Source: an optimization exercise on an open RTL-to-GDS flow (aim: small area and a short achievable clock period). Production flows keep margins and buffers that such runs may drop. RTL that was checked went through simulation tests only; none was proved equivalent to the original. No activity file was given, so power comes from the tool's default toggle rates.

==> run a: inputs <==
==> flow/design.v <==
`timescale 1ns / 1ps
module vga_controller(
    input clk_148MHz,
    input reset,
    input [11:0] sw,
    input btnU,
    input btnD,
    input btnR,
    input btnL,
    output hsync,
    output vsync,
    output video_on,
    output reg [11:0] h_count_reg,
    output [11:0] v_count_reg,
    output [3:0] vgaRed,
    output [3:0] vgaGreen,
    output [3:0] vgaBlue
);
    function lt12;
        input [11:0] x;
        input [11:0] k;
        integer i;
        reg r;
        begin
            r = 1'b0;
            for (i = 0; i < 12; i = i + 1)
                r = k[i] ? (~x[i] | r) : (~x[i] & r);
            lt12 = r;
        end
    endfunction
    reg [10:0] v;           
    reg [9:0]  lfsr;        
    reg [10:0] ch;          
    reg [9:0]  cv;          
    reg [7:0]  col;
    wire [11:0] h = h_count_reg;
    assign v_count_reg = {1'b0, v};
    wire h_end = h[11] & h[7] & h[4] & h[3];               
    wire v_end = v[10] & v[6] & v[5] & v[2] & v[0];        
    wire move  = (lfsr == 10'b0101100100);
    always @(posedge clk_148MHz or posedge reset) begin
        if (reset)
            h_count_reg <= 12'd0;
        else if (h_end)
            h_count_reg <= 12'd0;
        else
            h_count_reg <= h + 12'd1;
    end
    always @(posedge clk_148MHz or posedge reset) begin
        if (reset)
            v <= 11'd0;
        else if (h_end) begin
            if (v_end)
                v <= 11'd0;
            else
                v <= v + 11'd1;
        end
    end
    always @(posedge clk_148MHz or posedge reset) begin
        if (reset)
            lfsr <= 10'd0;
        else if (sw[2]) begin
            if (move)
                lfsr <= 10'd0;
            else
                lfsr <= {lfsr[8:0], ~(lfsr[9] ^ lfsr[6])};
        end
    end
    wire ch_lo  = lt12({1'b0, ch}, 12'd101);                        
    wire ch_hi  = ~lt12({1'b0, ch}, 12'd1820);
    wire ch_bar = ~lt12({1'b0, ch}, 12'd1300) & lt12({1'b0, ch}, 12'd1701);
    wire cv_lo  = lt12({2'b0, cv}, 12'd101);                        
    wire cv_hi  = ~lt12({2'b0, cv}, 12'd980);
    wire cv_gap = ~lt12({2'b0, cv}, 12'd701) & lt12({2'b0, cv}, 12'd750);
    wire coll = ch_lo | ch_hi | cv_lo | cv_hi | (ch_bar & ~cv_gap);
    always @(posedge clk_148MHz or posedge reset) begin
        if (reset) begin
            ch <= 11'd960;
            cv <= 10'd540;
        end else if (sw[2]) begin
            if (coll) begin
                ch <= 11'd960;
                cv <= 10'd540;
            end else if (move) begin
                if (btnL)
                    ch <= ch - 11'd1;
                else if (btnR)
                    ch <= ch + 11'd1;
                if (btnU)
                    cv <= cv - 10'd1;
                else if (btnD)
                    cv <= cv + 10'd1;
            end
        end
    end
    wire vis = lt12(h, 12'd1920) & lt12({1'b0, v}, 12'd1080);
    wire [11:0] s = {1'b0, h[10:0]} + ~{1'b0, ch};
    wire [10:0] t = v + ~{1'b0, cv};
    wire [10:0] mx = s[10:0] ^ {11{s[11]}};    
    wire [9:0]  my = t[9:0] ^ {10{t[10]}};     
    wire [6:0]  ay = my[6:0] + {6'd0, ~t[10]};  
    reg  [6:0]  wtab;
    always @* begin
        case (ay)
            7'd0  : wtab = 7'd100;
            7'd1  : wtab = 7'd99;
            7'd2  : wtab = 7'd99;
            7'd3  : wtab = 7'd99;
            7'd4  : wtab = 7'd99;
            7'd5  : wtab = 7'd99;
            7'd6  : wtab = 7'd99;
            7'd7  : wtab = 7'd99;
            7'd8  : wtab = 7'd99;
            7'd9  : wtab = 7'd99;
            7'd10 : wtab = 7'd99;
            7'd11 : wtab = 7'd99;
            7'd12 : wtab = 7'd99;
            7'd13 : wtab = 7'd99;
            7'd14 : wtab = 7'd99;
            7'd15 : wtab = 7'd98;
            7'd16 : wtab = 7'd98;
            7'd17 : wtab = 7'd98;
            7'd18 : wtab = 7'd98;
            7'd19 : wtab = 7'd98;
            7'd20 : wtab = 7'd97;
            7'd21 : wtab = 7'd97;
            7'd22 : wtab = 7'd97;
            7'd23 : wtab = 7'd97;
            7'd24 : wtab = 7'd97;
            7'd25 : wtab = 7'd96;
            7'd26 : wtab = 7'd96;
            7'd27 : wtab = 7'd96;
            7'd28 : wtab = 7'd96;
            7'd29 : wtab = 7'd95;
            7'd30 : wtab = 7'd95;
            7'd31 : wtab = 7'd95;
            7'd32 : wtab = 7'd94;
            7'd33 : wtab = 7'd94;
            7'd34 : wtab = 7'd94;
            7'd35 : wtab = 7'd93;
            7'd36 : wtab = 7'd93;
            7'd37 : wtab = 7'd92;
            7'd38 : wtab = 7'd92;
            7'd39 : wtab = 7'd92;
            7'd40 : wtab = 7'd91;
            7'd41 : wtab = 7'd91;
            7'd42 : wtab = 7'd90;
            7'd43 : wtab = 7'd90;
            7'd44 : wtab = 7'd89;
            7'd45 : wtab = 7'd89;
            7'd46 : wtab = 7'd88;
            7'd47 : wtab = 7'd88;
            7'd48 : wtab = 7'd87;
            7'd49 : wtab = 7'd87;
            7'd50 : wtab = 7'd86;
            7'd51 : wtab = 7'd86;
            7'd52 : wtab = 7'd85;
            7'd53 : wtab = 7'd84;
            7'd54 : wtab = 7'd84;
            7'd55 : wtab = 7'd83;
            7'd56 : wtab = 7'd82;
            7'd57 : wtab = 7'd82;
            7'd58 : wtab = 7'd81;
            7'd59 : wtab = 7'd80;
            7'd60 : wtab = 7'd80;
            7'd61 : wtab = 7'd79;
            7'd62 : wtab = 7'd78;
            7'd63 : wtab = 7'd77;
            7'd64 : wtab = 7'd76;
            7'd65 : wtab = 7'd75;
            7'd66 : wtab = 7'd75;
            7'd67 : wtab = 7'd74;
            7'd68 : wtab = 7'd73;
            7'd69 : wtab = 7'd72;
            7'd70 : wtab = 7'd71;
            7'd71 : wtab = 7'd70;
            7'd72 : wtab = 7'd69;
            7'd73 : wtab = 7'd68;
            7'd74 : wtab = 7'd67;
            7'd75 : wtab = 7'd66;
            7'd76 : wtab = 7'd64;
            7'd77 : wtab = 7'd63;
            7'd78 : wtab = 7'd62;
            7'd79 : wtab = 7'd61;
            7'd80 : wtab = 7'd60;
            7'd81 : wtab = 7'd58;
            7'd82 : wtab = 7'd57;
            7'd83 : wtab = 7'd55;
            7'd84 : wtab = 7'd54;
            7'd85 : wtab = 7'd52;
            7'd86 : wtab = 7'd51;
            7'd87 : wtab = 7'd49;
            7'd88 : wtab = 7'd47;
            7'd89 : wtab = 7'd45;
            7'd90 : wtab = 7'd43;
            7'd91 : wtab = 7'd41;
            7'd92 : wtab = 7'd39;
            7'd93 : wtab = 7'd36;
            7'd94 : wtab = 7'd34;
            7'd95 : wtab = 7'd31;
            7'd96 : wtab = 7'd28;
            7'd97 : wtab = 7'd24;
            7'd98 : wtab = 7'd19;
            7'd99 : wtab = 7'd14;
            7'd100: wtab = 7'd0;
            default: wtab = 7'bx;
        endcase
    end
    wire neary = (my[9:7] == 3'd0) & (t[10] ? lt12({5'd0, my[6:0]}, 12'd101) : lt12({5'd0, my[6:0]}, 12'd100));
    wire nearx = (mx[10:7] == 4'd0);
    wire cmpx  = s[11] ? (mx[6:0] <= wtab) : (mx[6:0] < wtab);
    wire in_circ = nearx & neary & cmpx;
    wire left3  = s[11] & ~lt12({5'd0, mx[6:0]}, 12'd35);    
    wire right3 = ~s[11] & ~lt12({5'd0, mx[6:0]}, 12'd31);   
    wire bar = ~lt12(h, 12'd1400) & lt12(h, 12'd1601) &
               (lt12({1'b0, v}, 12'd601) | ~lt12({1'b0, v}, 12'd850));
    localparam [7:0] C_BLACK  = 8'b00000000,
                     C_BLUE   = 8'b00000111,
                     C_YELLOW = 8'b11110000,
                     C_RED    = 8'b11000000,
                     C_BAR    = 8'b01100101,
                     C_WHITE  = 8'b11111111,
                     C_PURPLE = 8'b11001100;
    reg [7:0] col_n;
    always @* begin
        if (!vis)
            col_n = C_BLACK;
        else if (sw[0])
            col_n = lt12(h, 12'd640) ? C_BLUE : lt12(h, 12'd1280) ? C_YELLOW : C_RED;
        else if (sw[1])
            col_n = lt12({1'b0, v}, 12'd360) ? C_BLACK : lt12({1'b0, v}, 12'd720) ? C_RED : C_YELLOW;
        else if (sw[2]) begin
            if (in_circ)
                col_n = left3 ? C_BLUE : right3 ? C_RED : C_YELLOW;
            else if (bar)
                col_n = C_BAR;
            else
                col_n = C_WHITE;
        end else
            col_n = C_PURPLE;
    end
    always @(posedge clk_148MHz or posedge reset) begin
        if (reset)
            col <= 8'd0;
        else
            col <= col_n;
    end
    assign vgaRed   = {col[7], col[6], col[6], col[7]};
    assign vgaGreen = {col[5], col[4], col[3], col[3]};
    assign vgaBlue  = {col[2], col[2], col[1], col[0]};
    assign hsync    = ~lt12(h, 12'd2008) & lt12(h, 12'd2053);
    assign vsync    = ~lt12({1'b0, v}, 12'd1084) & lt12({1'b0, v}, 12'd1090);
    assign video_on = vis;
endmodule
==> flow/run.sh <==
#!/bin/bash
# synth_recipe.tcl (not shown) runs the flow's synth.tcl, then flattens the netlist and writes it again
# the make line also repeats each setting of config.mk as NAME=value (left out here)
make -C /OpenROAD-flow-scripts/flow DESIGN_CONFIG=/design/flow/config.mk WORK_HOME=/design/flow/orfs CLKGATE_MAP_FILE= SYNTH_SCRIPT=/design/flow/synth_recipe.tcl finish
==> flow/config.mk <==
export PLATFORM = sky130hd
export DESIGN_NAME = vga_controller
export DESIGN_NICKNAME = vga_controller
export VERILOG_FILES = /design/flow/design.v
export SDC_FILE = /design/flow/constraint.sdc
export NUM_CORES = 4
export LEC_CHECK = 0
export ABC_CLOCK_PERIOD_IN_PS = 2500
export CAP_MARGIN = 20
export CORE_MARGIN = 2
export CORE_UTILIZATION = 60
export CTS_BUF_LIST = sky130_fd_sc_hd__clkbuf_4 sky130_fd_sc_hd__clkbuf_8
export CTS_CLUSTER_SIZE = 40
export SLEW_MARGIN = 20
==> flow/constraint.sdc <==
create_clock -name core_clock -period 10.0 [get_ports {clk_148MHz}]
set_input_delay 2.0000 -clock core_clock [delete_from_list [all_inputs] [get_ports {clk_148MHz}]]
set_output_delay 2.0000 -clock core_clock [all_outputs]
set_load 0.01 [all_outputs]
==> run b (differences from run a) <==
==> flow/design.v, changed modules only <==
module vga_controller(
    input clk_148MHz,
    input reset,
    input [11:0] sw,
    input btnU,
    input btnD,
    input btnR,
    input btnL,
    output hsync,
    output vsync,
    output video_on,
    output reg [11:0] h_count_reg,
    output [11:0] v_count_reg,
    output [3:0] vgaRed,
    output [3:0] vgaGreen,
    output [3:0] vgaBlue
);
    function lt12;
        input [11:0] x;
        input [11:0] k;
        integer i;
        reg r;
        begin
            r = 1'b0;
            for (i = 0; i < 12; i = i + 1)
                r = k[i] ? (~x[i] | r) : (~x[i] & r);
            lt12 = r;
        end
    endfunction
    reg [10:0] v;           
    reg [9:0]  lfsr;        
    reg [10:0] ch;          
    reg [9:0]  cv;          
    reg [9:0]  ya;          
    reg        ys;          
    reg        r3, g3, b3;
    wire [11:0] h = h_count_reg;
    assign v_count_reg = {1'b0, v};
    wire h_end  = h[11] & h[7] & h[4] & h[3];              
    wire v_end  = v[10] & v[6] & v[5] & v[2] & v[0];       
    wire f_end  = h_end & v_end;
    wire move   = (lfsr == 10'b0101100100);
    wire [11:0] h_inc = h + 12'd1;
    wire [11:0] h_n = h_inc & ~({12{h_end}} & 12'b100010011001);
    wire [10:0] v_inc = v + 11'd1;
    wire [10:0] v_n = h_end ? (v_inc & ~({11{v_end}} & 11'b10001100110)) : v;
    always @(posedge clk_148MHz or posedge reset) begin
        if (reset) begin
            h_count_reg <= 12'd0;
            v <= 11'd0;
        end else begin
            h_count_reg <= h_n;
            v <= v_n;
        end
    end
    always @(posedge clk_148MHz or posedge reset) begin
        if (reset)
            lfsr <= 10'd0;
        else if (sw[2]) begin
            if (move)
                lfsr <= 10'd0;
            else
                lfsr <= {lfsr[8:0], ~(lfsr[9] ^ lfsr[6])};
        end
    end
    wire ch_lo  = lt12({1'b0, ch}, 12'd101);                        
    wire ch_hi  = ~lt12({1'b0, ch}, 12'd1820);
    wire ch_bar = ~lt12({1'b0, ch}, 12'd1300) & lt12({1'b0, ch}, 12'd1701);
    wire cv_lo  = lt12({2'b0, cv}, 12'd101);                        
    wire cv_hi  = ~lt12({2'b0, cv}, 12'd980);
    wire cv_gap = ~lt12({2'b0, cv}, 12'd701) & lt12({2'b0, cv}, 12'd750);
    wire coll = ch_lo | ch_hi | cv_lo | cv_hi | (ch_bar & ~cv_gap);
    wire go_home = sw[2] & coll;
    wire step    = sw[2] & ~coll & move;
    wire up      = step & btnU;              
    wire down    = step & ~btnU & btnD;      
    wire left    = step & btnL;              
    wire right   = step & ~btnL & btnR;      
    function [10:0] ones11;
        input [10:0] x;
        integer i;
        begin
            ones11[0] = 1'b1;
            for (i = 1; i < 11; i = i + 1)
                ones11[i] = ones11[i-1] & x[i-1];
        end
    endfunction
    wire [10:0] ch_1 = ones11(ch);
    wire [10:0] ch_0 = ones11(~ch);
    wire [9:0]  cv_1 = ones11({1'b0, cv});
    wire [9:0]  cv_0 = ones11({1'b0, ~cv});
    wire [9:0]  cv_n = go_home ? 10'd540 : cv ^ (({10{down}} & cv_1) | ({10{up}} & cv_0));
    wire [10:0] ch_n = go_home ? 11'd960 : ch ^ (({11{right}} & ch_1) | ({11{left}} & ch_0));
    wire [9:0]  ya_1 = ones11({1'b0, ya});
    wire [9:0]  ya_0 = ones11({1'b0, ~ya});
    wire [9:0]  yv_a = ya ^ ({10{h_end}} & (ys ? ya_0 : ya_1));
    wire        yv_s = ys & ~(h_end & (ya == 10'd1));
    wire [9:0]  yv_1 = ones11({1'b0, yv_a});
    wire [9:0]  yv_0 = ones11({1'b0, ~yv_a});
    wire        yv_z = (yv_a == 10'd0);
    wire        yv_o = (yv_a == 10'd1);
    wire        mag_inc = (up & ~yv_s) | (down & (yv_s | yv_z));
    wire        mag_dec = (up & yv_s) | (down & ~yv_s & ~yv_z);
    wire [9:0]  st_a = yv_a ^ (({10{mag_inc}} & yv_1) | ({10{mag_dec}} & yv_0));
    wire        st_s = up ? (yv_s & ~yv_o) : down ? (yv_s | yv_z) : yv_s;
    wire [11:0] dh = {1'b0, v_n} - 12'd540;
    wire [9:0]  hm_a = dh[11] ? 10'd540 - v_n[9:0] : dh[9:0];
    wire [9:0]  ya_n = f_end ? cv_n : go_home ? hm_a : st_a;
    wire        ys_n = f_end ? 1'b1 : go_home ? dh[11] : st_s;
    always @(posedge clk_148MHz or posedge reset) begin
        if (reset) begin
            ch <= 11'd960;
            cv <= 10'd540;
            ya <= 10'd540;              
            ys <= 1'b1;
        end else begin
            ch <= ch_n;
            cv <= cv_n;
            ya <= ya_n;
            ys <= ys_n;
        end
    end
    wire vis = lt12(h, 12'd1920) & lt12({1'b0, v}, 12'd1080);
    wire [11:0] s = {1'b0, h[10:0]} + ~{1'b0, ch};
    wire [10:0] mx = s[10:0] ^ {11{s[11]}};    
    wire [6:0]  ay = ya[6:0];
    reg  [6:0]  wtab;
    always @* begin
        case (ay)
            7'd0  : wtab = 7'd100;
            7'd1  : wtab = 7'd99;
            7'd2  : wtab = 7'd99;
            7'd3  : wtab = 7'd99;
            7'd4  : wtab = 7'd99;
            7'd5  : wtab = 7'd99;
            7'd6  : wtab = 7'd99;
            7'd7  : wtab = 7'd99;
            7'd8  : wtab = 7'd99;
            7'd9  : wtab = 7'd99;
            7'd10 : wtab = 7'd99;
            7'd11 : wtab = 7'd99;
            7'd12 : wtab = 7'd99;
            7'd13 : wtab = 7'd99;
            7'd14 : wtab = 7'd99;
            7'd15 : wtab = 7'd98;
            7'd16 : wtab = 7'd98;
            7'd17 : wtab = 7'd98;
            7'd18 : wtab = 7'd98;
            7'd19 : wtab = 7'd98;
            7'd20 : wtab = 7'd97;
            7'd21 : wtab = 7'd97;
            7'd22 : wtab = 7'd97;
            7'd23 : wtab = 7'd97;
            7'd24 : wtab = 7'd97;
            7'd25 : wtab = 7'd96;
            7'd26 : wtab = 7'd96;
            7'd27 : wtab = 7'd96;
            7'd28 : wtab = 7'd96;
            7'd29 : wtab = 7'd95;
            7'd30 : wtab = 7'd95;
            7'd31 : wtab = 7'd95;
            7'd32 : wtab = 7'd94;
            7'd33 : wtab = 7'd94;
            7'd34 : wtab = 7'd94;
            7'd35 : wtab = 7'd93;
            7'd36 : wtab = 7'd93;
            7'd37 : wtab = 7'd92;
            7'd38 : wtab = 7'd92;
            7'd39 : wtab = 7'd92;
            7'd40 : wtab = 7'd91;
            7'd41 : wtab = 7'd91;
            7'd42 : wtab = 7'd90;
            7'd43 : wtab = 7'd90;
            7'd44 : wtab = 7'd89;
            7'd45 : wtab = 7'd89;
            7'd46 : wtab = 7'd88;
            7'd47 : wtab = 7'd88;
            7'd48 : wtab = 7'd87;
            7'd49 : wtab = 7'd87;
            7'd50 : wtab = 7'd86;
            7'd51 : wtab = 7'd86;
            7'd52 : wtab = 7'd85;
            7'd53 : wtab = 7'd84;
            7'd54 : wtab = 7'd84;
            7'd55 : wtab = 7'd83;
            7'd56 : wtab = 7'd82;
            7'd57 : wtab = 7'd82;
            7'd58 : wtab = 7'd81;
            7'd59 : wtab = 7'd80;
            7'd60 : wtab = 7'd80;
            7'd61 : wtab = 7'd79;
            7'd62 : wtab = 7'd78;
            7'd63 : wtab = 7'd77;
            7'd64 : wtab = 7'd76;
            7'd65 : wtab = 7'd75;
            7'd66 : wtab = 7'd75;
            7'd67 : wtab = 7'd74;
            7'd68 : wtab = 7'd73;
            7'd69 : wtab = 7'd72;
            7'd70 : wtab = 7'd71;
            7'd71 : wtab = 7'd70;
            7'd72 : wtab = 7'd69;
            7'd73 : wtab = 7'd68;
            7'd74 : wtab = 7'd67;
            7'd75 : wtab = 7'd66;
            7'd76 : wtab = 7'd64;
            7'd77 : wtab = 7'd63;
            7'd78 : wtab = 7'd62;
            7'd79 : wtab = 7'd61;
            7'd80 : wtab = 7'd60;
            7'd81 : wtab = 7'd58;
            7'd82 : wtab = 7'd57;
            7'd83 : wtab = 7'd55;
            7'd84 : wtab = 7'd54;
            7'd85 : wtab = 7'd52;
            7'd86 : wtab = 7'd51;
            7'd87 : wtab = 7'd49;
            7'd88 : wtab = 7'd47;
            7'd89 : wtab = 7'd45;
            7'd90 : wtab = 7'd43;
            7'd91 : wtab = 7'd41;
            7'd92 : wtab = 7'd39;
            7'd93 : wtab = 7'd36;
            7'd94 : wtab = 7'd34;
            7'd95 : wtab = 7'd31;
            7'd96 : wtab = 7'd28;
            7'd97 : wtab = 7'd24;
            7'd98 : wtab = 7'd19;
            7'd99 : wtab = 7'd14;
            7'd100: wtab = 7'd0;
            default: wtab = 7'bx;
        endcase
    end
    wire neary = lt12({2'd0, ya}, 12'd101);
    wire nearx = (mx[10:7] == 4'd0);
    wire cmpx  = s[11] ? (mx[6:0] <= wtab) : (mx[6:0] < wtab);
    wire in_circ = nearx & neary & cmpx;
    wire left3  = s[11] & ~lt12({5'd0, mx[6:0]}, 12'd35);    
    wire right3 = ~s[11] & ~lt12({5'd0, mx[6:0]}, 12'd31);   
    wire bar = ~lt12(h, 12'd1400) & lt12(h, 12'd1601) &
               (lt12({1'b0, v}, 12'd601) | ~lt12({1'b0, v}, 12'd850));
    localparam [2:0] C_BLACK  = 3'b000,
                     C_BLUE   = 3'b001,
                     C_YELLOW = 3'b110,
                     C_RED    = 3'b100,
                     C_BAR    = 3'b011,
                     C_WHITE  = 3'b111,
                     C_PURPLE = 3'b101;
    reg [2:0] col_n;
    always @* begin
        if (!vis)
            col_n = C_BLACK;
        else if (sw[0])
            col_n = lt12(h, 12'd640) ? C_BLUE : lt12(h, 12'd1280) ? C_YELLOW : C_RED;
        else if (sw[1])
            col_n = lt12({1'b0, v}, 12'd360) ? C_BLACK : lt12({1'b0, v}, 12'd720) ? C_RED : C_YELLOW;
        else if (sw[2]) begin
            if (in_circ)
                col_n = left3 ? C_BLUE : right3 ? C_RED : C_YELLOW;
            else if (bar)
                col_n = C_BAR;
            else
                col_n = C_WHITE;
        end else
            col_n = C_PURPLE;
    end
    always @(posedge clk_148MHz or posedge reset) begin
        if (reset)
            {r3, g3, b3} <= 3'b000;
        else
            {r3, g3, b3} <= col_n;
    end
    wire r2 = r3 | (g3 & b3);
    wire g2 = r3 & g3;
    wire g1 = r3 & b3;
    wire b1 = b3 & ~(r3 ^ g3);
    wire b0 = b3 & (~r3 | g3);
    assign vgaRed   = {r3, r2, r2, r3};
    assign vgaGreen = {g3, g2, g1, g1};
    assign vgaBlue  = {b3, b3, b1, b0};
    assign hsync    = ~lt12(h, 12'd2008) & lt12(h, 12'd2053);
    assign vsync    = ~lt12({1'b0, v}, 12'd1084) & lt12({1'b0, v}, 12'd1090);
    assign video_on = vis;
endmodule
==> flow/flow/run.sh (new file) <==
#!/bin/bash
# Standard ORFS layout; smaller port buffers, a smaller clock tree without dummy loads,
# and a timing-repair margin of 6 ns (the SDC is unchanged).
bash standard.sh SETUP_SLACK_MARGIN=6 \
  "BUFFER_PORTS_ARGS=-buffer_cell sky130_fd_sc_hd__buf_2" \
  "CTS_ARGS=-sink_clustering_enable -repair_clock_nets -dont_use_dummy_load -buf_list sky130_fd_sc_hd__clkbuf_8 -sink_clustering_size 30" \
  finish > standard_run.log 2>&1
==> flow/standard.sh (new file) <==
#!/bin/bash
# synth_recipe.tcl (not shown) runs the flow's synth.tcl, then flattens the netlist and writes it again
# the make line also repeats each setting of config.mk as NAME=value (left out here)
make -C /OpenROAD-flow-scripts/flow DESIGN_CONFIG=/design/flow/config.mk WORK_HOME=/design/flow/orfs CLKGATE_MAP_FILE= SYNTH_SCRIPT=/design/flow/synth_recipe.tcl "${@:-finish}"
- ABC_CLOCK_PERIOD_IN_PS: 2500 -> default
- CTS_BUF_LIST: sky130_fd_sc_hd__clkbuf_4 sky130_fd_sc_hd__clkbuf_8 -> default
- CTS_CLUSTER_SIZE: 40 -> default
removed: flow/run.sh
==> metrics list <==
* Wire length on met2: 8210 microns
- Measured slew at the worst slew-check pin: 1.07 ns
- The run finished with no timing, DRC or antenna violations.
- For the clock group, total power comes out at 0.255 mW.
- In the final design database the tool counted 918 nets.
* Tmin final: between 8 and 9 ns
- Distinct cells, synth: 90
- Count of mapped cells out of synthesis: 819
- Counting plain and timing-repair buffers in the layout gives 52.
- Top cell type's share of synthesized area: 0.204
- Final Worst Setup Slack: roughly 1.8 ns
- GRT Resource Usage Total: 0.298
* Share of final-layout standard cells stronger than drive strength 1: 0.0688
- Across the VDD grid, the largest voltage drop is 0.000166 V.
* Layout overhead on the synthesized area: 10.6%
- Highest net fanout along the worst path: 13
* Total via count after detailed routing: 6390
- The critical path runs through a total of 28 cells.
- Timing-limited maximum frequency: 121 MHz
# the run above: run a

==> metrics list <==
- Measured slew at the worst slew-check pin: 0.967 ns
- Counting every instance in the synthesized netlist gives 839.
* Net count, final: 909
- For this run, the total global-route usage over all layers was measured as 0.308.
* Top cell type's share of synthesized area: 0.209
- Clock group: around 0.18 mW
* Run status: timing/DRC/antenna clean
- Total via count after detailed routing: between 6000 and 7000
* Tmin final: 4.14 ns
- After layout, the worst setup slack is about 5.9 ns.
- Distinct cells, synth: 79
# the run above: run b

No functional check of the RTL was part of run a.

-- port drivers added, routing unchanged --
The results above use ideal ports. As a check the final layouts listed here were re-extracted and re-timed, cells and wires unchanged.
Step 1: set_driving_cell puts a clkbuf_16 on clk_148MHz and a buf_2 on each other input, an assumption about the parent block.
Step 2 moves the port delays by t, midway between the first and last clock arrival at a register: inputs arrive t later, outputs are due t later. That takes back most of the time a late clock gives input paths.
Three values: ideal ports, drivers, drivers and shift; two values: the first two.
run | t, ns | slack for setup (ns) | clock arrival spread, ns
run a | 0.399 | 1.769 / 1.769 / 1.769 | 0.023 / 0.022
run b | 0.403 | 5.858 / 5.858 / 5.539 | 0.021 / 0.021
After both steps every run listed still meets setup and hold. The setup slack of run b, which loses most, moves by 0.000 ns with the drivers and by -0.319 ns with both steps.
